This is an optimization exercise on Yosys and OpenROAD, whose aim is small area, a short achievable clock period and few clock cycles per item, not a production implementation.

==> flow/design.v <==
module top_fsm(
        input clk,
        input rst_n,
        input        ram_in_we,
        input [4 :0] ram_in_addr_wr,
        input [7 :0] ram_in_data_wr,
        input [3 :0] ram_out_addr_rd,
        output [15:0] ram_out_data_rd,
        input opmode_in,
        output reg done_out
);
    reg [7:0]  ram_in  [0:31];
    reg [15:0] ram_out [0:15];
    reg        busy;
    always @(posedge clk) begin
        if (ram_in_we)
            ram_in[ram_in_addr_wr] <= ram_in_data_wr;
    end
    integer k;
    always @(posedge clk) begin
        if (opmode_in)
            for (k = 0; k < 16; k = k + 1)
                ram_out[k] <= {ram_in[2*k], ram_in[2*k+1]};
    end
    wire [15:0] rd_sel;
    rd_decode u_rd_dec (.a(ram_out_addr_rd), .s(rd_sel));
    genvar b, g;
    generate
        for (b = 0; b < 16; b = b + 1) begin : rd_bit
            wire [7:0] pair_n;
            wire [1:0] half;
            for (g = 0; g < 8; g = g + 1) begin : pair
                rd_ao22n u_ao (.a(rd_sel[2*g]),   .b(ram_out[2*g][b]),
                               .c(rd_sel[2*g+1]), .d(ram_out[2*g+1][b]),
                               .y(pair_n[g]));
            end
            rd_nand4 u_n0 (.a(pair_n[0]), .b(pair_n[1]), .c(pair_n[2]), .d(pair_n[3]), .y(half[0]));
            rd_nand4 u_n1 (.a(pair_n[4]), .b(pair_n[5]), .c(pair_n[6]), .d(pair_n[7]), .y(half[1]));
            rd_or2   u_or (.a(half[0]), .b(half[1]), .y(ram_out_data_rd[b]));
        end
    endgenerate
    always @(posedge clk or negedge rst_n) begin
        if (!rst_n)
            busy <= 1'b0;
        else
            busy <= opmode_in;
    end
    always @(posedge clk or negedge rst_n) begin
        if (!rst_n)
            done_out <= 1'b0;
        else if (opmode_in)
            done_out <= 1'b0;
        else if (busy)
            done_out <= 1'b1;
    end
endmodule
module rd_decode(input [3:0] a, output [15:0] s);
    assign s = 16'b1 << a;
endmodule
module rd_ao22n(input a, input b, input c, input d, output y);
    assign y = ~((a & b) | (c & d));
endmodule
module rd_nand4(input a, input b, input c, input d, output y);
    assign y = ~(a & b & c & d);
endmodule
module rd_or2(input a, input b, output y);
    assign y = a | b;
endmodule
Settings: LEC_CHECK=0, CAP_MARGIN=20, CORE_MARGIN=2, CORE_UTILIZATION=65, SETUP_SLACK_MARGIN=2.2, SLEW_MARGIN=20, SYNTH_HIERARCHICAL=1, SYNTH_MINIMUM_KEEP_SIZE=0; clock period 4.5 ns.
run.sh (not shown) runs the stock make flow with config.mk's settings and CLKGATE_MAP_FILE= SYNTH_SCRIPT=/design/flow/synth_recipe.tcl, a recipe that flattens the netlist after the stock synthesis.
Then changed:
--- a/flow/design.v
+++ b/flow/design.v
@@ -22,21 +22,26 @@
             for (k = 0; k < 16; k = k + 1)
                 ram_out[k] <= {ram_in[2*k], ram_in[2*k+1]};
     end
-    wire [15:0] rd_sel;
-    rd_decode u_rd_dec (.a(ram_out_addr_rd), .s(rd_sel));
+    wire [15:0] rd_sel_q [0:3];
+    genvar q;
+    generate
+        for (q = 0; q < 4; q = q + 1) begin : rd_dec
+            rd_decode u_rd_dec (.a(ram_out_addr_rd), .s(rd_sel_q[q]));
+        end
+    endgenerate
     genvar b, g;
     generate
         for (b = 0; b < 16; b = b + 1) begin : rd_bit
-            wire [7:0] pair_n;
             wire [1:0] half;
-            for (g = 0; g < 8; g = g + 1) begin : pair
-                rd_ao22n u_ao (.a(rd_sel[2*g]),   .b(ram_out[2*g][b]),
-                               .c(rd_sel[2*g+1]), .d(ram_out[2*g+1][b]),
-                               .y(pair_n[g]));
+            for (g = 0; g < 2; g = g + 1) begin : oct
+                rd_oct u_oct (.s(rd_sel_q[b/4][8*g+7:8*g]),
+                              .d({ram_out[8*g+7][b], ram_out[8*g+6][b], ram_out[8*g+5][b], ram_out[8*g+4][b],
+                                  ram_out[8*g+3][b], ram_out[8*g+2][b], ram_out[8*g+1][b], ram_out[8*g][b]}),
+                              .y(half[g]));
             end
-            rd_nand4 u_n0 (.a(pair_n[0]), .b(pair_n[1]), .c(pair_n[2]), .d(pair_n[3]), .y(half[0]));
-            rd_nand4 u_n1 (.a(pair_n[4]), .b(pair_n[5]), .c(pair_n[6]), .d(pair_n[7]), .y(half[1]));
-            rd_or2   u_or (.a(half[0]), .b(half[1]), .y(ram_out_data_rd[b]));
+            wire out_n;
+            rd_nor2  u_or (.a(half[0]), .b(half[1]), .y(out_n));
+            rd_inv   u_iv (.a(out_n), .y(ram_out_data_rd[b]));
         end
     endgenerate
     always @(posedge clk or negedge rst_n) begin
@@ -63,6 +68,12 @@
 module rd_nand4(input a, input b, input c, input d, output y);
     assign y = ~(a & b & c & d);
 endmodule
-module rd_or2(input a, input b, output y);
-    assign y = a | b;
+module rd_nor2(input a, input b, output y);
+    assign y = ~(a | b);
 endmodule
+module rd_inv(input a, output y);
+    assign y = ~a;
+endmodule
+module rd_oct(input [7:0] s, input [7:0] d, output y);
+    assign y = |(s & d);
+endmodule
Outcome: The changed run produced a clean layout; global-route usage increases by 1.3 points; clock-buffer cell count increases by 2; synthesized area barely changes; worst setup slack degrades by 0.031 ns; final area increases by a few percent.
No functional check of the RTL was part of any run of this note.

==> separate check: timing with driven ports <==
No port has a modelled driver above. Below, the same layouts with a new extraction and two added sets of constraints. Step 1 assumes that a clkbuf_16 drives the clock port and a buf_2 every other input. Step 2, shift: input delay + t, output delay - t, t = (earliest + latest rising clock arrival at the registers) / 2. This alone moves slack from input paths to output paths. a / b / c = ideal / step 1 / step 2; a / b = the first two.
| run | t, ns | setup slack, ns | worst setup path at the end | clock arrival spread, ns | worst slew at a driven data input, ns |
|---|---|---|---|---|---|
| the first run | 0.591 | 1.172 / 1.028 / 1.028 | input to output | 0.014 / 0.015 | 0.14 |
| the second run | 0.589 | 1.141 / 1.017 / 1.017 | input to output | 0.018 / 0.019 | 0.24 |
After both steps every run listed still meets setup and hold. The setup slack of the first run, which loses most, moves by -0.144 ns with the drivers and by -0.144 ns with both steps.
